What follows belongs to an exercise in optimizing a design on an open flow for small area and a short achievable clock period; a production flow would make more cautious choices.
Only simulation tests tie the RTL to the original design; equivalence was not proved.

==> inputs of 08-04 <==
## top_module
module top_module(final_out,clk,reset,load,select,qnan,snan,negzero,poszero,neginfinity,posinfinity,overflow,underflow,a,b);
clock: 110.0 ns
lec_check: 0
abc_area: 1
cap_margin: 20
core_margin: 2
core_utilization: 40
slew_margin: 60
run.sh (not shown) runs the stock make flow with config.mk's settings and CLKGATE_MAP_FILE= SYNTH_SCRIPT=/design/flow/synth_recipe.tcl, a recipe that flattens the netlist after the stock synthesis.
==> inputs of 02-02, as changes to 08-04 <==
--- a/flow/design.v
+++ b/flow/design.v
@@ -254,32 +254,18 @@
     wire d2 = (p >= 1 && p <= 24) ? d[(p >= 1 && p <= 24) ? p - 1 : 0] : 1'b0;
     wire x1 = (p >= 3) ? x[(p >= 3) ? 26 - p : 0] : 1'b0;
     wire x2 = (p >= 2 && p <= 25) ? x[(p >= 2 && p <= 25) ? 25 - p : 0] : 1'b0;
     assign o1[p] = isdiv ? d1 : x1;
     assign o2[p] = isdiv ? d2 : x2;
   end endgenerate
 endmodule
-module md_bvec(isdiv, m, hot, bv);
-  input  isdiv;
-  input  [26:0] m;
-  input  hot;
-  output [26:0] bv;
-  genvar p;
-  generate for (p = 0; p < 27; p = p + 1) begin : col
-    if (p == 2)
-      assign bv[p] = isdiv ? hot : m[1];
-    else if (p >= 3)
-      assign bv[p] = isdiv ? m[(p >= 3) ? p - 3 : 0] : m[(p >= 3) ? p - 1 : 0];
-    else
-      assign bv[p] = 1'b0;
-  end endgenerate
-endmodule
 module md_row #(parameter FIRST = 0, parameter CONST26 = 0)
-  (s, bv, x, isdiv, o1, o2, q, s_o, m_o, hot_o);
-  input  [26:0] s, bv;
+  (s, m, hot, x, isdiv, o1, o2, q, s_o, m_o, hot_o);
+  input  [26:0] s, m;
+  input  hot;
   input  [24:0] x;            
   input  isdiv;
   input  [26:0] o1, o2;
   input  [3:0] q;             
   output [26:0] s_o, m_o;
   output hot_o;
   wire [26:0] a, b, c;
@@ -287,72 +273,76 @@
   generate for (p = 0; p < 27; p = p + 1) begin : col
     wire sel = (q[2] & ~o1[p]) | (q[3] & ~o2[p]) | (q[0] & o1[p]) | (q[1] & o2[p]);
     if (FIRST) begin : f
       assign a[p] = (p <= 24) ? (isdiv & x[(p <= 24) ? p : 0]) : 1'b0;
       assign b[p] = (p == 1) ? ~isdiv : 1'b0;
     end else begin : r
       assign a[p] = (p >= 2) ? s[(p >= 2) ? p - 2 : 0] : 1'b0;
-      assign b[p] = bv[p];
+      if (p == 2)
+        assign b[p] = isdiv ? hot : m[1];
+      else if (p >= 3)
+        assign b[p] = isdiv ? m[(p >= 3) ? p - 3 : 0] : m[(p >= 3) ? p - 1 : 0];
+      else
+        assign b[p] = 1'b0;
     end
     if (p == 0)
       assign c[p] = isdiv ? sel : (CONST26 != 0);
     else if (p == 1)
       assign c[p] = isdiv ? sel : ~(q[3] | q[2]);
     else
       assign c[p] = sel;
   end endgenerate
   assign s_o = a ^ b ^ c;
   assign m_o = (a & b) | (a & c) | (b & c);
   assign hot_o = q[3] | q[2];
 endmodule
 module md_rows #(parameter J0 = 0, parameter K = 1)
-  (s_i, bv_i, q_i, x, isdiv, o1, o2, k, y, s_o, bv_o, q_o, m_o, hot_o, p, n, ls, lc);
-  input  [26:0] s_i, bv_i;
-  input  [3:0] q_i;
+  (s_i, m_i, hot_i, x, q_i, isdiv, o1, o2, k, y, s_o, m_o, hot_o, q_o, p, n, ls, lc);
+  input  [26:0] s_i, m_i;
+  input  hot_i;
   input  [24:0] x;
+  input  [3:0] q_i;
   input  isdiv;
   input  [26:0] o1, o2;
   input  [2:0] k;
   input  [25:0] y;
-  output [26:0] s_o, bv_o, m_o;
-  output [3:0] q_o;
+  output [26:0] s_o, m_o;
   output hot_o;
+  output [3:0] q_o;
   output [2*K-1:0] p, n, ls, lc;
   wire [26:0] s_r [0:K];
-  wire [26:0] b_r [0:K];
-  wire [26:0] m_r [1:K];
-  wire [K:1] h_r;
-  wire [3:0] q_r [0:K];
+  wire [26:0] m_r [0:K];
+  wire [K:0] h_r;
+  wire [3:0] qd [0:K];
   assign s_r[0] = s_i;
-  assign b_r[0] = bv_i;
-  assign q_r[0] = q_i;
+  assign m_r[0] = m_i;
+  assign h_r[0] = hot_i;
+  assign qd[0] = q_i;
   genvar i;
   generate for (i = 0; i < K; i = i + 1) begin : row
-    localparam J = J0 + i + 1;      
-    md_row #(.FIRST(J0 + i == 0), .CONST26(J0 + i <= 10)) r(s_r[i], b_r[i], x, isdiv, o1, o2, q_r[i],
+    localparam J = J0 + i;
+    wire [3:0] qb;
+    booth_dig bd(y[2*J+1], y[2*J], (J == 0) ? 1'b0 : y[(J == 0) ? 0 : 2*J-1], qb);
+    wire [3:0] q = isdiv ? qd[i] : qb;
+    md_row #(.FIRST(J == 0), .CONST26(J <= 10)) r(s_r[i], m_r[i], h_r[i], x, isdiv, o1, o2, q,
       s_r[i+1], m_r[i+1], h_r[i+1]);
-    md_bvec bvn(isdiv, m_r[i+1], h_r[i+1], b_r[i+1]);
-    wire [3:0] qd, qb;
-    md_next nx(s_r[i+1], m_r[i+1], h_r[i+1], k, qd);
-    booth_dig bd(J > 12 ? 1'b0 : y[J > 12 ? 0 : 2*J+1], J > 12 ? 1'b0 : y[J > 12 ? 0 : 2*J], y[J > 12 ? 0 : 2*J-1], qb);
-    assign q_r[i+1] = isdiv ? qd : qb;
-    assign p[2*K-1-2*i] = qd[3];
-    assign p[2*K-2-2*i] = qd[2];
-    assign n[2*K-1-2*i] = qd[1];
-    assign n[2*K-2-2*i] = qd[0];
+    md_next nx(s_r[i+1], m_r[i+1], h_r[i+1], k, qd[i+1]);
+    assign p[2*K-1-2*i] = qd[i+1][3];
+    assign p[2*K-2-2*i] = qd[i+1][2];
+    assign n[2*K-1-2*i] = qd[i+1][1];
+    assign n[2*K-2-2*i] = qd[i+1][0];
     assign ls[2*i]   = s_r[i+1][26];
     assign ls[2*i+1] = s_r[i+1][25];
     assign lc[2*i]   = h_r[i+1];
     assign lc[2*i+1] = m_r[i+1][26];
   end endgenerate
   assign s_o = s_r[K];
-  assign bv_o = b_r[K];
-  assign q_o = q_r[K];
   assign m_o = m_r[K];
   assign hot_o = h_r[K];
+  assign q_o = qd[K];
 endmodule
 module md_first(xm, k, q);
   input  [22:0] xm;
   input  [2:0] k;
   output [3:0] q;
   srt4_sel sel({4'b0001, xm[22:20]}, k, q[3], q[2], q[1], q[0]);
 endmodule
@@ -416,101 +406,99 @@
   output qnan,snan,negzero,poszero,neginfinity,posinfinity,overflow,underflow;
   localparam K1 = 3;             
   localparam K3 = 2;             
   localparam K2 = 13 - K1 - K3;  
   wire isdiv1 = &select;
   wire [26:0] o1a, o2a;
   md_ops ops1(isdiv1, a[22:0], b[22:0], o1a, o2a);
-  wire [3:0] qf, qb0;
+  wire [3:0] qf;
   md_first mf(a[22:0], b[22:20], qf);
-  booth_dig bd0(b[1], b[0], 1'b0, qb0);
-  wire [26:0] s1, bv1, m1;
+  wire [26:0] s1, m1;
   wire h1;
   wire [3:0] q1;
   wire [2*K1-1:0] p1, n1, ls1, lc1;
-  md_rows #(0, K1) rows1(27'b0, 27'b0, isdiv1 ? qf : qb0, {2'b01, a[22:0]}, isdiv1, o1a, o2a, b[22:20],
-    {3'b001, b[22:0]}, s1, bv1, q1, m1, h1, p1, n1, ls1, lc1);
-  wire [2*K1-1:0] pn1_p = isdiv1 ? {qf[3:2], p1[2*K1-1:2]} : ls1;
-  wire [2*K1-1:0] pn1_n = isdiv1 ? {qf[1:0], n1[2*K1-1:2]} : lc1;
+  md_rows #(0, K1) rows1(27'b0, 27'b0, 1'b0, {2'b01, a[22:0]}, qf, isdiv1, o1a, o2a, b[22:20],
+    {3'b001, b[22:0]}, s1, m1, h1, q1, p1, n1, ls1, lc1);
+  wire [2*K1+1:0] pn1_p = isdiv1 ? {qf[3:2], p1} : {ls1, 2'b00};
+  wire [2*K1+1:0] pn1_n = isdiv1 ? {qf[1:0], n1} : {lc1, 2'b00};
   reg [31:0] ra, rb;
   reg [1:0] rsel;
-  reg rdiv;
   always @(posedge clk)
     if (reset) begin
-      ra <= 0; rb <= 0; rsel <= 0; rdiv <= 0;
+      ra <= 0; rb <= 0; rsel <= 0;
     end else if (load) begin
-      ra <= a; rb <= b; rsel <= select; rdiv <= isdiv1;
+      ra <= a; rb <= b; rsel <= select;
     end
-  reg [26:0] rs, rbv;
-  reg [3:0] rq;
-  reg [2*K1-1:0] rP, rN;
+  reg [26:0] rs, rm;
+  reg rh;
+  reg [2*K1+1:0] rP, rN;
   always @(posedge clk)
     if (load) begin
-      rs <= s1; rbv <= bv1; rq <= q1; rP <= pn1_p; rN <= pn1_n;
+      rs <= s1; rm <= m1; rh <= h1; rP <= pn1_p; rN <= pn1_n;
     end
   wire agtb, altb;
   comparator u_cmp(ra[30:0], rb[30:0], agtb, altb);
   wire [31:0] addsub;
   fpadder3 u_as(ra, rb, rsel[0], agtb, altb, addsub);
-  wire isdiv2 = rdiv;
+  wire isdiv2 = &rsel;
   wire [26:0] o1b, o2b;
   md_ops ops2(isdiv2, ra[22:0], rb[22:0], o1b, o2b);
-  wire [26:0] s2, bv2, m2;
+  wire [26:0] s2, m2;
   wire h2;
   wire [3:0] q2;
   wire [2*K2-1:0] p2, n2, ls2, lc2;
-  md_rows #(K1, K2) rows2(rs, rbv, rq, 25'b0, isdiv2, o1b, o2b, rb[22:20],
-    {3'b001, rb[22:0]}, s2, bv2, q2, m2, h2, p2, n2, ls2, lc2);
-  wire [2*(K1+K2)-1:0] lsv = {ls2, rP};
-  wire [2*(K1+K2)-1:0] lcv = {lc2, rN};
+  md_rows #(K1, K2) rows2(rs, rm, rh, 25'b0, {rP[1:0], rN[1:0]}, isdiv2, o1b, o2b, rb[22:20],
+    {3'b001, rb[22:0]}, s2, m2, h2, q2, p2, n2, ls2, lc2);
+  wire [2*(K1+K2)-1:0] lsv = {ls2, rP[2*K1+1:2]};
+  wire [2*(K1+K2)-1:0] lcv = {lc2, rN[2*K1+1:2]};
   wire [2*(K1+K2):0] lcy;
   assign lcy[0] = 1'b0;
   genvar i;
   generate for (i = 0; i < 2*(K1+K2); i = i + 1) begin : lowc
     assign lcy[i+1] = (lsv[i] & lcv[i]) | (lsv[i] & lcy[i]) | (lcv[i] & lcy[i]);
   end endgenerate
-  wire [2*(K1+K2)-1:0] pn2_p = isdiv2 ? {rP, rq[3:2], p2[2*K2-1:2]} : {{(2*(K1+K2)-1){1'b0}}, lcy[2*(K1+K2)]};
-  wire [2*(K1+K2)-1:0] pn2_n = {rN, rq[1:0], n2[2*K2-1:2]};
+  wire [2*(13-K3)-1:0] pn2_p = isdiv2 ? {rP, p2} : {{(2*(13-K3)-3){1'b0}}, rb[22:21], lcy[2*(K1+K2)]};
+  wire [2*(13-K3)-1:0] pn2_n = {rN, n2};
   wire [7:0] ed = ra[30:23] - rb[30:23] + 8'd127;
   wire [7:0] em = ra[30:23] + rb[30:23] - 8'd127;
   wire [31:0] other = rsel[1] ? (rsel[0] ? {ra[31] ^ rb[31], ed, rb[22:0]} : {ra[31] ^ rb[31], em, ra[22:0]}) : addsub;
   wire za = ra[22:0] == 23'b0, zb = rb[22:0] == 23'b0;
   wire e0a = ra[30:23] == 8'd0, e0b = rb[30:23] == 8'd0;
   wire e1a = ra[30:23] == 8'd1, e1b = rb[30:23] == 8'd1;
   wire o_pz = (za & ~ra[31]) | (zb & ~rb[31]);
   wire o_sn = (e1a & ~ra[22]) | (e1b & ~rb[22]);
   wire o_qn = (e1a & ra[22]) | (e1b & rb[22]);
   wire o_nz = (za & e0a & ra[31]) | (zb & e0b & rb[31]);
   wire o_ni = (ra[31] & e1a & za) | (rb[31] & e1b & zb);
   reg [31:0] r_other;
   reg r_div, r_mul, r_v;
-  reg [26:0] r_s, r_bv;
-  reg [3:0] r_q;
-  reg [2*(K1+K2)-1:0] r_P, r_N;
+  reg [26:0] r_s, r_m;
+  reg r_h;
+  reg [2*(13-K3)-1:0] r_P, r_N;
   reg [4:0] r_of;
   always @(posedge clk)
     if (reset) begin
       r_other <= 0; r_div <= 0; r_mul <= 0; r_v <= 0;
     end else begin
       r_other <= other; r_div <= &rsel; r_mul <= rsel[1] & ~rsel[0]; r_v <= 1'b1;
     end
   always @(posedge clk) begin
-    r_s <= s2; r_bv <= bv2; r_q <= q2; r_P <= pn2_p; r_N <= pn2_n;
+    r_s <= s2; r_m <= m2; r_h <= h2; r_P <= pn2_p; r_N <= pn2_n;
     r_of <= {o_pz, o_sn, o_qn, o_nz, o_ni};
   end
   wire [26:0] o1c, o2c;
   md_ops ops3(r_div, r_other[22:0], r_other[22:0], o1c, o2c);
-  wire [26:0] s3, bv3, m3;
+  wire [26:0] s3, m3;
   wire h3;
   wire [3:0] q3;
   wire [2*K3-1:0] p3, n3, ls3, lc3;
-  md_rows #(13-K3, K3) rows3(r_s, r_bv, r_q, 25'b0, r_div, o1c, o2c, r_other[22:20],
-    {3'b001, 23'b0}, s3, bv3, q3, m3, h3, p3, n3, ls3, lc3);
+  md_rows #(13-K3, K3) rows3(r_s, r_m, r_h, 25'b0, {r_P[1:0], r_N[1:0]}, r_div, o1c, o2c, r_other[22:20],
+    {3'b001, r_P[2:1], 21'b0}, s3, m3, h3, q3, p3, n3, ls3, lc3);
   wire [31:0] z, zm;
-  div_final u_dfin(s3, m3, h3, r_other[22:0], {r_P, r_q[3:2], p3[2*K3-1:2]}, {r_N, r_q[1:0], n3[2*K3-1:2]},
+  div_final u_dfin(s3, m3, h3, r_other[22:0], {r_P, p3[2*K3-1:2*K3-2]}, {r_N, n3[2*K3-1:2*K3-2]},
     r_other[30:23], r_other[31], z);
   mul_final #(K3) u_mfin(s3, m3, ls3, lc3, r_P[0], r_other[30:23], r_other[31], zm);
   wire [31:0] result = r_div ? z : (r_mul ? zm : r_other);
   wire [22:0] fm = result[22:0];
   wire [7:0] fe = result[30:23];
   wire fs = result[31];
   wire mz = fm == 23'b0;
==> flow/config.mk (replaced) <==
export PLATFORM = sky130hd
export DESIGN_NAME = top_module
export DESIGN_NICKNAME = top_module
export VERILOG_FILES = /design/flow/design.v
export SDC_FILE = /design/flow/constraint.sdc
export NUM_CORES = 4
export LEC_CHECK = 0
export ABC_AREA = 1
export CAP_MARGIN = 50
export CORE_MARGIN = 2
export CORE_UTILIZATION = 40
export SLEW_MARGIN = 75
==> inputs of 06-09, as changes to 08-04 <==
==> flow/config.mk (replaced) <==
export PLATFORM = sky130hd
export DESIGN_NAME = top_module
export DESIGN_NICKNAME = top_module
export VERILOG_FILES = /design/flow/design.v
export SDC_FILE = /design/flow/constraint.sdc
export NUM_CORES = 4
export LEC_CHECK = 0
export ABC_AREA = 1
export CAP_MARGIN = 70
export CORE_MARGIN = 2
export CORE_UTILIZATION = 40
export SLEW_MARGIN = 85
==> notes.md <==
Critical path depth: 02-02 is higher than 08-04 (17). Non-clock buffer count: 06-09 > 02-02 > 08-04. In 08-04 the clock skew is higher than in 02-02, by 21 ps. The lowest register-to-register slack belongs to 06-09, the highest to 02-02.

==> branch juniper <==
top_module again, from the RTL that the note above started with.
clock: 110.0 ns
lec_check: 0
abc_area: 1
cap_margin: 50
core_margin: 2
core_utilization: 40
slew_margin: 75
==> branch violet: changes against branch juniper <==
--- a/flow/design.v
+++ b/flow/design.v
@@ -412,11 +412,11 @@
   input [31:0] a,b;
   output [31:0] final_out;
   input clk,reset,load;
   input [1:0] select;
   output qnan,snan,negzero,poszero,neginfinity,posinfinity,overflow,underflow;
-  localparam K1 = 3;             
+  localparam K1 = 4;             
   localparam K3 = 2;             
   localparam K2 = 13 - K1 - K3;  
   wire isdiv1 = &select;
   wire [26:0] o1a, o2a;
   md_ops ops1(isdiv1, a[22:0], b[22:0], o1a, o2a);
@@ -438,16 +438,16 @@
     if (reset) begin
       ra <= 0; rb <= 0; rsel <= 0; rdiv <= 0;
     end else if (load) begin
       ra <= a; rb <= b; rsel <= select; rdiv <= isdiv1;
     end
-  reg [26:0] rs, rbv;
-  reg [3:0] rq;
+  reg [26:0] rs, rm;
+  reg rh;
   reg [2*K1-1:0] rP, rN;
   always @(posedge clk)
     if (load) begin
-      rs <= s1; rbv <= bv1; rq <= q1; rP <= pn1_p; rN <= pn1_n;
+      rs <= s1; rm <= m1; rh <= h1; rP <= pn1_p; rN <= pn1_n;
     end
   wire agtb, altb;
   comparator u_cmp(ra[30:0], rb[30:0], agtb, altb);
   wire [31:0] addsub;
   fpadder3 u_as(ra, rb, rsel[0], agtb, altb, addsub);
@@ -456,22 +456,28 @@
   md_ops ops2(isdiv2, ra[22:0], rb[22:0], o1b, o2b);
   wire [26:0] s2, bv2, m2;
   wire h2;
   wire [3:0] q2;
   wire [2*K2-1:0] p2, n2, ls2, lc2;
+  wire [3:0] rqd, rqb, rq;
+  wire [26:0] rbv;
+  md_next nx2(rs, rm, rh, rb[22:20], rqd);
+  booth_dig bd2(rb[2*K1+1], rb[2*K1], rb[2*K1-1], rqb);
+  assign rq = isdiv2 ? rqd : rqb;
+  md_bvec bvc2(isdiv2, rm, rh, rbv);
   md_rows #(K1, K2) rows2(rs, rbv, rq, 25'b0, isdiv2, o1b, o2b, rb[22:20],
     {3'b001, rb[22:0]}, s2, bv2, q2, m2, h2, p2, n2, ls2, lc2);
   wire [2*(K1+K2)-1:0] lsv = {ls2, rP};
   wire [2*(K1+K2)-1:0] lcv = {lc2, rN};
   wire [2*(K1+K2):0] lcy;
   assign lcy[0] = 1'b0;
   genvar i;
   generate for (i = 0; i < 2*(K1+K2); i = i + 1) begin : lowc
     assign lcy[i+1] = (lsv[i] & lcv[i]) | (lsv[i] & lcy[i]) | (lcv[i] & lcy[i]);
   end endgenerate
-  wire [2*(K1+K2)-1:0] pn2_p = isdiv2 ? {rP, rq[3:2], p2[2*K2-1:2]} : {{(2*(K1+K2)-1){1'b0}}, lcy[2*(K1+K2)]};
-  wire [2*(K1+K2)-1:0] pn2_n = {rN, rq[1:0], n2[2*K2-1:2]};
+  wire [2*(K1+K2)-1:0] pn2_p = isdiv2 ? {rP, rqd[3:2], p2[2*K2-1:2]} : {{(2*(K1+K2)-1){1'b0}}, lcy[2*(K1+K2)]};
+  wire [2*(K1+K2)-1:0] pn2_n = {rN, rqd[1:0], n2[2*K2-1:2]};
   wire [7:0] ed = ra[30:23] - rb[30:23] + 8'd127;
   wire [7:0] em = ra[30:23] + rb[30:23] - 8'd127;
   wire [31:0] other = rsel[1] ? (rsel[0] ? {ra[31] ^ rb[31], ed, rb[22:0]} : {ra[31] ^ rb[31], em, ra[22:0]}) : addsub;
   wire za = ra[22:0] == 23'b0, zb = rb[22:0] == 23'b0;
   wire e0a = ra[30:23] == 8'd0, e0b = rb[30:23] == 8'd0;
==> flow/config.mk (replaced) <==
export PLATFORM = sky130hd
export DESIGN_NAME = top_module
export DESIGN_NICKNAME = top_module
export VERILOG_FILES = /design/flow/design.v
export SDC_FILE = /design/flow/constraint.sdc
export NUM_CORES = 4
export LEC_CHECK = 0
export ABC_AREA = 1
export CAP_MARGIN = 20
export CORE_MARGIN = 2
export CORE_UTILIZATION = 55
export SLEW_MARGIN = 60
==> branch zinc: changes against branch juniper <==
--- a/flow/design.v
+++ b/flow/design.v
@@ -256,28 +256,14 @@
     wire x2 = (p >= 2 && p <= 25) ? x[(p >= 2 && p <= 25) ? 25 - p : 0] : 1'b0;
     assign o1[p] = isdiv ? d1 : x1;
     assign o2[p] = isdiv ? d2 : x2;
   end endgenerate
 endmodule
-module md_bvec(isdiv, m, hot, bv);
-  input  isdiv;
-  input  [26:0] m;
-  input  hot;
-  output [26:0] bv;
-  genvar p;
-  generate for (p = 0; p < 27; p = p + 1) begin : col
-    if (p == 2)
-      assign bv[p] = isdiv ? hot : m[1];
-    else if (p >= 3)
-      assign bv[p] = isdiv ? m[(p >= 3) ? p - 3 : 0] : m[(p >= 3) ? p - 1 : 0];
-    else
-      assign bv[p] = 1'b0;
-  end endgenerate
-endmodule
 module md_row #(parameter FIRST = 0, parameter CONST26 = 0)
-  (s, bv, x, isdiv, o1, o2, q, s_o, m_o, hot_o);
-  input  [26:0] s, bv;
+  (s, m, hot, x, isdiv, o1, o2, q, s_o, m_o, hot_o);
+  input  [26:0] s, m;
+  input  hot;
   input  [24:0] x;            
   input  isdiv;
   input  [26:0] o1, o2;
   input  [3:0] q;             
   output [26:0] s_o, m_o;
@@ -289,11 +275,16 @@
     if (FIRST) begin : f
       assign a[p] = (p <= 24) ? (isdiv & x[(p <= 24) ? p : 0]) : 1'b0;
       assign b[p] = (p == 1) ? ~isdiv : 1'b0;
     end else begin : r
       assign a[p] = (p >= 2) ? s[(p >= 2) ? p - 2 : 0] : 1'b0;
-      assign b[p] = bv[p];
+      if (p == 2)
+        assign b[p] = isdiv ? hot : m[1];
+      else if (p >= 3)
+        assign b[p] = isdiv ? m[(p >= 3) ? p - 3 : 0] : m[(p >= 3) ? p - 1 : 0];
+      else
+        assign b[p] = 1'b0;
     end
     if (p == 0)
       assign c[p] = isdiv ? sel : (CONST26 != 0);
     else if (p == 1)
       assign c[p] = isdiv ? sel : ~(q[3] | q[2]);
@@ -303,54 +294,53 @@
   assign s_o = a ^ b ^ c;
   assign m_o = (a & b) | (a & c) | (b & c);
   assign hot_o = q[3] | q[2];
 endmodule
 module md_rows #(parameter J0 = 0, parameter K = 1)
-  (s_i, bv_i, q_i, x, isdiv, o1, o2, k, y, s_o, bv_o, q_o, m_o, hot_o, p, n, ls, lc);
-  input  [26:0] s_i, bv_i;
-  input  [3:0] q_i;
+  (s_i, m_i, hot_i, x, q_i, isdiv, o1, o2, k, y, s_o, m_o, hot_o, q_o, p, n, ls, lc);
+  input  [26:0] s_i, m_i;
+  input  hot_i;
   input  [24:0] x;
+  input  [3:0] q_i;
   input  isdiv;
   input  [26:0] o1, o2;
   input  [2:0] k;
   input  [25:0] y;
-  output [26:0] s_o, bv_o, m_o;
-  output [3:0] q_o;
+  output [26:0] s_o, m_o;
   output hot_o;
+  output [3:0] q_o;
   output [2*K-1:0] p, n, ls, lc;
   wire [26:0] s_r [0:K];
-  wire [26:0] b_r [0:K];
-  wire [26:0] m_r [1:K];
-  wire [K:1] h_r;
-  wire [3:0] q_r [0:K];
+  wire [26:0] m_r [0:K];
+  wire [K:0] h_r;
+  wire [3:0] qd [0:K];
   assign s_r[0] = s_i;
-  assign b_r[0] = bv_i;
-  assign q_r[0] = q_i;
+  assign m_r[0] = m_i;
+  assign h_r[0] = hot_i;
+  assign qd[0] = q_i;
   genvar i;
   generate for (i = 0; i < K; i = i + 1) begin : row
-    localparam J = J0 + i + 1;      
-    md_row #(.FIRST(J0 + i == 0), .CONST26(J0 + i <= 10)) r(s_r[i], b_r[i], x, isdiv, o1, o2, q_r[i],
+    localparam J = J0 + i;
+    wire [3:0] qb;
+    booth_dig bd(y[2*J+1], y[2*J], (J == 0) ? 1'b0 : y[(J == 0) ? 0 : 2*J-1], qb);
+    wire [3:0] q = isdiv ? qd[i] : qb;
+    md_row #(.FIRST(J == 0), .CONST26(J <= 10)) r(s_r[i], m_r[i], h_r[i], x, isdiv, o1, o2, q,
       s_r[i+1], m_r[i+1], h_r[i+1]);
-    md_bvec bvn(isdiv, m_r[i+1], h_r[i+1], b_r[i+1]);
-    wire [3:0] qd, qb;
-    md_next nx(s_r[i+1], m_r[i+1], h_r[i+1], k, qd);
-    booth_dig bd(J > 12 ? 1'b0 : y[J > 12 ? 0 : 2*J+1], J > 12 ? 1'b0 : y[J > 12 ? 0 : 2*J], y[J > 12 ? 0 : 2*J-1], qb);
-    assign q_r[i+1] = isdiv ? qd : qb;
-    assign p[2*K-1-2*i] = qd[3];
-    assign p[2*K-2-2*i] = qd[2];
-    assign n[2*K-1-2*i] = qd[1];
-    assign n[2*K-2-2*i] = qd[0];
+    md_next nx(s_r[i+1], m_r[i+1], h_r[i+1], k, qd[i+1]);
+    assign p[2*K-1-2*i] = qd[i+1][3];
+    assign p[2*K-2-2*i] = qd[i+1][2];
+    assign n[2*K-1-2*i] = qd[i+1][1];
+    assign n[2*K-2-2*i] = qd[i+1][0];
     assign ls[2*i]   = s_r[i+1][26];
     assign ls[2*i+1] = s_r[i+1][25];
     assign lc[2*i]   = h_r[i+1];
     assign lc[2*i+1] = m_r[i+1][26];
   end endgenerate
   assign s_o = s_r[K];
-  assign bv_o = b_r[K];
-  assign q_o = q_r[K];
   assign m_o = m_r[K];
   assign hot_o = h_r[K];
+  assign q_o = qd[K];
 endmodule
 module md_first(xm, k, q);
   input  [22:0] xm;
   input  [2:0] k;
   output [3:0] q;
@@ -418,60 +408,58 @@
   localparam K3 = 2;             
   localparam K2 = 13 - K1 - K3;  
   wire isdiv1 = &select;
   wire [26:0] o1a, o2a;
   md_ops ops1(isdiv1, a[22:0], b[22:0], o1a, o2a);
-  wire [3:0] qf, qb0;
+  wire [3:0] qf;
   md_first mf(a[22:0], b[22:20], qf);
-  booth_dig bd0(b[1], b[0], 1'b0, qb0);
-  wire [26:0] s1, bv1, m1;
+  wire [26:0] s1, m1;
   wire h1;
   wire [3:0] q1;
   wire [2*K1-1:0] p1, n1, ls1, lc1;
-  md_rows #(0, K1) rows1(27'b0, 27'b0, isdiv1 ? qf : qb0, {2'b01, a[22:0]}, isdiv1, o1a, o2a, b[22:20],
-    {3'b001, b[22:0]}, s1, bv1, q1, m1, h1, p1, n1, ls1, lc1);
-  wire [2*K1-1:0] pn1_p = isdiv1 ? {qf[3:2], p1[2*K1-1:2]} : ls1;
-  wire [2*K1-1:0] pn1_n = isdiv1 ? {qf[1:0], n1[2*K1-1:2]} : lc1;
+  md_rows #(0, K1) rows1(27'b0, 27'b0, 1'b0, {2'b01, a[22:0]}, qf, isdiv1, o1a, o2a, b[22:20],
+    {3'b001, b[22:0]}, s1, m1, h1, q1, p1, n1, ls1, lc1);
+  wire [2*K1+1:0] pn1_p = isdiv1 ? {qf[3:2], p1} : {ls1, 2'b00};
+  wire [2*K1+1:0] pn1_n = isdiv1 ? {qf[1:0], n1} : {lc1, 2'b00};
   reg [31:0] ra, rb;
   reg [1:0] rsel;
-  reg rdiv;
   always @(posedge clk)
     if (reset) begin
-      ra <= 0; rb <= 0; rsel <= 0; rdiv <= 0;
+      ra <= 0; rb <= 0; rsel <= 0;
     end else if (load) begin
-      ra <= a; rb <= b; rsel <= select; rdiv <= isdiv1;
+      ra <= a; rb <= b; rsel <= select;
     end
-  reg [26:0] rs, rbv;
-  reg [3:0] rq;
-  reg [2*K1-1:0] rP, rN;
+  reg [26:0] rs, rm;
+  reg rh;
+  reg [2*K1+1:0] rP, rN;
   always @(posedge clk)
     if (load) begin
-      rs <= s1; rbv <= bv1; rq <= q1; rP <= pn1_p; rN <= pn1_n;
+      rs <= s1; rm <= m1; rh <= h1; rP <= pn1_p; rN <= pn1_n;
     end
   wire agtb, altb;
   comparator u_cmp(ra[30:0], rb[30:0], agtb, altb);
   wire [31:0] addsub;
   fpadder3 u_as(ra, rb, rsel[0], agtb, altb, addsub);
-  wire isdiv2 = rdiv;
+  wire isdiv2 = &rsel;
   wire [26:0] o1b, o2b;
   md_ops ops2(isdiv2, ra[22:0], rb[22:0], o1b, o2b);
-  wire [26:0] s2, bv2, m2;
+  wire [26:0] s2, m2;
   wire h2;
   wire [3:0] q2;
   wire [2*K2-1:0] p2, n2, ls2, lc2;
-  md_rows #(K1, K2) rows2(rs, rbv, rq, 25'b0, isdiv2, o1b, o2b, rb[22:20],
-    {3'b001, rb[22:0]}, s2, bv2, q2, m2, h2, p2, n2, ls2, lc2);
-  wire [2*(K1+K2)-1:0] lsv = {ls2, rP};
-  wire [2*(K1+K2)-1:0] lcv = {lc2, rN};
+  md_rows #(K1, K2) rows2(rs, rm, rh, 25'b0, {rP[1:0], rN[1:0]}, isdiv2, o1b, o2b, rb[22:20],
+    {3'b001, rb[22:0]}, s2, m2, h2, q2, p2, n2, ls2, lc2);
+  wire [2*(K1+K2)-1:0] lsv = {ls2, rP[2*K1+1:2]};
+  wire [2*(K1+K2)-1:0] lcv = {lc2, rN[2*K1+1:2]};
   wire [2*(K1+K2):0] lcy;
   assign lcy[0] = 1'b0;
   genvar i;
   generate for (i = 0; i < 2*(K1+K2); i = i + 1) begin : lowc
     assign lcy[i+1] = (lsv[i] & lcv[i]) | (lsv[i] & lcy[i]) | (lcv[i] & lcy[i]);
   end endgenerate
-  wire [2*(K1+K2)-1:0] pn2_p = isdiv2 ? {rP, rq[3:2], p2[2*K2-1:2]} : {{(2*(K1+K2)-1){1'b0}}, lcy[2*(K1+K2)]};
-  wire [2*(K1+K2)-1:0] pn2_n = {rN, rq[1:0], n2[2*K2-1:2]};
+  wire [2*(13-K3)-1:0] pn2_p = isdiv2 ? {rP, p2} : {{(2*(13-K3)-3){1'b0}}, rb[22:21], lcy[2*(K1+K2)]};
+  wire [2*(13-K3)-1:0] pn2_n = {rN, n2};
   wire [7:0] ed = ra[30:23] - rb[30:23] + 8'd127;
   wire [7:0] em = ra[30:23] + rb[30:23] - 8'd127;
   wire [31:0] other = rsel[1] ? (rsel[0] ? {ra[31] ^ rb[31], ed, rb[22:0]} : {ra[31] ^ rb[31], em, ra[22:0]}) : addsub;
   wire za = ra[22:0] == 23'b0, zb = rb[22:0] == 23'b0;
   wire e0a = ra[30:23] == 8'd0, e0b = rb[30:23] == 8'd0;
@@ -481,34 +469,34 @@
   wire o_qn = (e1a & ra[22]) | (e1b & rb[22]);
   wire o_nz = (za & e0a & ra[31]) | (zb & e0b & rb[31]);
   wire o_ni = (ra[31] & e1a & za) | (rb[31] & e1b & zb);
   reg [31:0] r_other;
   reg r_div, r_mul, r_v;
-  reg [26:0] r_s, r_bv;
-  reg [3:0] r_q;
-  reg [2*(K1+K2)-1:0] r_P, r_N;
+  reg [26:0] r_s, r_m;
+  reg r_h;
+  reg [2*(13-K3)-1:0] r_P, r_N;
   reg [4:0] r_of;
   always @(posedge clk)
     if (reset) begin
       r_other <= 0; r_div <= 0; r_mul <= 0; r_v <= 0;
     end else begin
       r_other <= other; r_div <= &rsel; r_mul <= rsel[1] & ~rsel[0]; r_v <= 1'b1;
     end
   always @(posedge clk) begin
-    r_s <= s2; r_bv <= bv2; r_q <= q2; r_P <= pn2_p; r_N <= pn2_n;
+    r_s <= s2; r_m <= m2; r_h <= h2; r_P <= pn2_p; r_N <= pn2_n;
     r_of <= {o_pz, o_sn, o_qn, o_nz, o_ni};
   end
   wire [26:0] o1c, o2c;
   md_ops ops3(r_div, r_other[22:0], r_other[22:0], o1c, o2c);
-  wire [26:0] s3, bv3, m3;
+  wire [26:0] s3, m3;
   wire h3;
   wire [3:0] q3;
   wire [2*K3-1:0] p3, n3, ls3, lc3;
-  md_rows #(13-K3, K3) rows3(r_s, r_bv, r_q, 25'b0, r_div, o1c, o2c, r_other[22:20],
-    {3'b001, 23'b0}, s3, bv3, q3, m3, h3, p3, n3, ls3, lc3);
+  md_rows #(13-K3, K3) rows3(r_s, r_m, r_h, 25'b0, {r_P[1:0], r_N[1:0]}, r_div, o1c, o2c, r_other[22:20],
+    {3'b001, r_P[2:1], 21'b0}, s3, m3, h3, q3, p3, n3, ls3, lc3);
   wire [31:0] z, zm;
-  div_final u_dfin(s3, m3, h3, r_other[22:0], {r_P, r_q[3:2], p3[2*K3-1:2]}, {r_N, r_q[1:0], n3[2*K3-1:2]},
+  div_final u_dfin(s3, m3, h3, r_other[22:0], {r_P, p3[2*K3-1:2*K3-2]}, {r_N, n3[2*K3-1:2*K3-2]},
     r_other[30:23], r_other[31], z);
   mul_final #(K3) u_mfin(s3, m3, ls3, lc3, r_P[0], r_other[30:23], r_other[31], zm);
   wire [31:0] result = r_div ? z : (r_mul ? zm : r_other);
   wire [22:0] fm = result[22:0];
   wire [7:0] fe = result[30:23];
==> flow/config.mk (replaced) <==
export PLATFORM = sky130hd
export DESIGN_NAME = top_module
export DESIGN_NICKNAME = top_module
export VERILOG_FILES = /design/flow/design.v
export SDC_FILE = /design/flow/constraint.sdc
export NUM_CORES = 4
export LEC_CHECK = 0
export ABC_AREA = 1
export CAP_MARGIN = 20
export CORE_MARGIN = 2
export CORE_UTILIZATION = 40
export SLEW_MARGIN = 20
==> branch delta: changes against branch juniper <==
--- a/flow/design.v
+++ b/flow/design.v
@@ -412,11 +412,11 @@
   input [31:0] a,b;
   output [31:0] final_out;
   input clk,reset,load;
   input [1:0] select;
   output qnan,snan,negzero,poszero,neginfinity,posinfinity,overflow,underflow;
-  localparam K1 = 3;             
+  localparam K1 = 4;             
   localparam K3 = 2;             
   localparam K2 = 13 - K1 - K3;  
   wire isdiv1 = &select;
   wire [26:0] o1a, o2a;
   md_ops ops1(isdiv1, a[22:0], b[22:0], o1a, o2a);
@@ -438,16 +438,16 @@
     if (reset) begin
       ra <= 0; rb <= 0; rsel <= 0; rdiv <= 0;
     end else if (load) begin
       ra <= a; rb <= b; rsel <= select; rdiv <= isdiv1;
     end
-  reg [26:0] rs, rbv;
-  reg [3:0] rq;
+  reg [26:0] rs, rm;
+  reg rh;
   reg [2*K1-1:0] rP, rN;
   always @(posedge clk)
     if (load) begin
-      rs <= s1; rbv <= bv1; rq <= q1; rP <= pn1_p; rN <= pn1_n;
+      rs <= s1; rm <= m1; rh <= h1; rP <= pn1_p; rN <= pn1_n;
     end
   wire agtb, altb;
   comparator u_cmp(ra[30:0], rb[30:0], agtb, altb);
   wire [31:0] addsub;
   fpadder3 u_as(ra, rb, rsel[0], agtb, altb, addsub);
@@ -456,22 +456,28 @@
   md_ops ops2(isdiv2, ra[22:0], rb[22:0], o1b, o2b);
   wire [26:0] s2, bv2, m2;
   wire h2;
   wire [3:0] q2;
   wire [2*K2-1:0] p2, n2, ls2, lc2;
+  wire [3:0] rqd, rqb, rq;
+  wire [26:0] rbv;
+  md_next nx2(rs, rm, rh, rb[22:20], rqd);
+  booth_dig bd2(rb[2*K1+1], rb[2*K1], rb[2*K1-1], rqb);
+  assign rq = isdiv2 ? rqd : rqb;
+  md_bvec bvc2(isdiv2, rm, rh, rbv);
   md_rows #(K1, K2) rows2(rs, rbv, rq, 25'b0, isdiv2, o1b, o2b, rb[22:20],
     {3'b001, rb[22:0]}, s2, bv2, q2, m2, h2, p2, n2, ls2, lc2);
   wire [2*(K1+K2)-1:0] lsv = {ls2, rP};
   wire [2*(K1+K2)-1:0] lcv = {lc2, rN};
   wire [2*(K1+K2):0] lcy;
   assign lcy[0] = 1'b0;
   genvar i;
   generate for (i = 0; i < 2*(K1+K2); i = i + 1) begin : lowc
     assign lcy[i+1] = (lsv[i] & lcv[i]) | (lsv[i] & lcy[i]) | (lcv[i] & lcy[i]);
   end endgenerate
-  wire [2*(K1+K2)-1:0] pn2_p = isdiv2 ? {rP, rq[3:2], p2[2*K2-1:2]} : {{(2*(K1+K2)-1){1'b0}}, lcy[2*(K1+K2)]};
-  wire [2*(K1+K2)-1:0] pn2_n = {rN, rq[1:0], n2[2*K2-1:2]};
+  wire [2*(K1+K2)-1:0] pn2_p = isdiv2 ? {rP, rqd[3:2], p2[2*K2-1:2]} : {{(2*(K1+K2)-1){1'b0}}, lcy[2*(K1+K2)]};
+  wire [2*(K1+K2)-1:0] pn2_n = {rN, rqd[1:0], n2[2*K2-1:2]};
   wire [7:0] ed = ra[30:23] - rb[30:23] + 8'd127;
   wire [7:0] em = ra[30:23] + rb[30:23] - 8'd127;
   wire [31:0] other = rsel[1] ? (rsel[0] ? {ra[31] ^ rb[31], ed, rb[22:0]} : {ra[31] ^ rb[31], em, ra[22:0]}) : addsub;
   wire za = ra[22:0] == 23'b0, zb = rb[22:0] == 23'b0;
   wire e0a = ra[30:23] == 8'd0, e0b = rb[30:23] == 8'd0;
==> flow/config.mk (replaced) <==
export PLATFORM = sky130hd
export DESIGN_NAME = top_module
export DESIGN_NICKNAME = top_module
export VERILOG_FILES = /design/flow/design.v
export SDC_FILE = /design/flow/constraint.sdc
export NUM_CORES = 4
export LEC_CHECK = 0
export ABC_AREA = 1
export CAP_MARGIN = 20
export CORE_MARGIN = 2
export CORE_UTILIZATION = 40
export SLEW_MARGIN = 60
==> qor summary <==
|  | branch zinc | branch delta | branch juniper | branch violet |
|---|---|---|---|---|
| Result of the run | complete, no violations | complete, no violations | complete, no violations | complete, no violations |
| First element of the critical path | rsel[1]$_SDFFE_PP0P_ | b[22] | rdiv$_SDFFE_PP0P_ | r_div$_SDFF_PP0_ |
| Endpoint type of the worst setup path | register | register | register | output pin |
| Hold slack | 0.382 ns | 0.385 ns | 0.400 ns | 0.385 ns |
| Type of the worst setup path | reg2reg | in2reg | reg2reg | reg2out |
| Highest Clock Rate | 23.6 MHz | 24.7 MHz | 25.2 MHz | 25.1 MHz |
| Die Ht | 334 µm | 334 µm | 333 µm | 285 µm |
| Register Area | 5990 µm² | 6020 µm² | 6070 µm² | 6020 µm² |
| Overall routing resource usage | 34.2% | 32.5% | 33.9% | 42.7% |
| CP required | 110.48 ns | 110.27 ns | 110.44 ns | 88.00 ns |
| Weighted congestion at the end of routability-driven global placement | 1.05 | 1.03 | 1.02 | 1.08 |
| Met1 wire length | 76500 µm | 74500 µm | 78200 µm | 70400 µm |
| Post-CTS clock slew at the launch and capture registers of the worst setup and hold paths | 0.06 ns | 0.07 ns | 0.06 ns | 0.07 ns |
| Transition time at the pin with the least slew margin | 1.20 ns | 0.639 ns | 0.428 ns | 0.671 ns |
| Path length in cells of the critical path | 214 | 93 | 215 | 77 |
| Buffering overhead | 3.84% | 3.91% | 6.06% | 3.83% |
| Mean area per synthesized cell | 6.92 µm² | 6.95 µm² | 6.96 µm² | 6.95 µm² |
| Fraction of layout cells with a size suffix above 1 | 4.90% | 5.97% | 10.5% | 5.86% |
| Pre-CTS setup slack | 68.54 ns | 68.97 ns | 70.24 ns | 69.76 ns |

[separate check: timing with driven ports]
The results above use ideal ports. As a check the final layouts listed here were re-extracted and re-timed, cells and wires unchanged. Step 1, drivers: a clkbuf_16 drives clk and a buf_2 each remaining input, both assumed. Step 2 times the ports against the registers' clock, not the clock port: input delays grow and output delays shrink by t, the midpoint of the rising clock arrivals with the driver on. Three values: ideal, step 1, step 2; two values: the first two.
run	t, ns	setup slack, ns	pins driven straight from the clock port
08-04	0.611	69.192 / 69.192 / 69.192	1
02-02	0.637	70.875 / 70.875 / 70.875	1
06-09	0.631	63.229 / 63.157 / 63.788	1
branch juniper	0.629	70.316 / 70.316 / 70.316	1
branch violet	0.676	70.118 / 70.047 / 69.723	1
branch zinc	0.640	67.627 / 67.627 / 67.627	1
branch delta	0.613	69.577 / 69.628 / 69.014	1
After both steps setup and hold are still met in every run listed. The setup slack of branch delta, which loses most, moves by +0.051 ns with the drivers and by -0.563 ns with both steps.
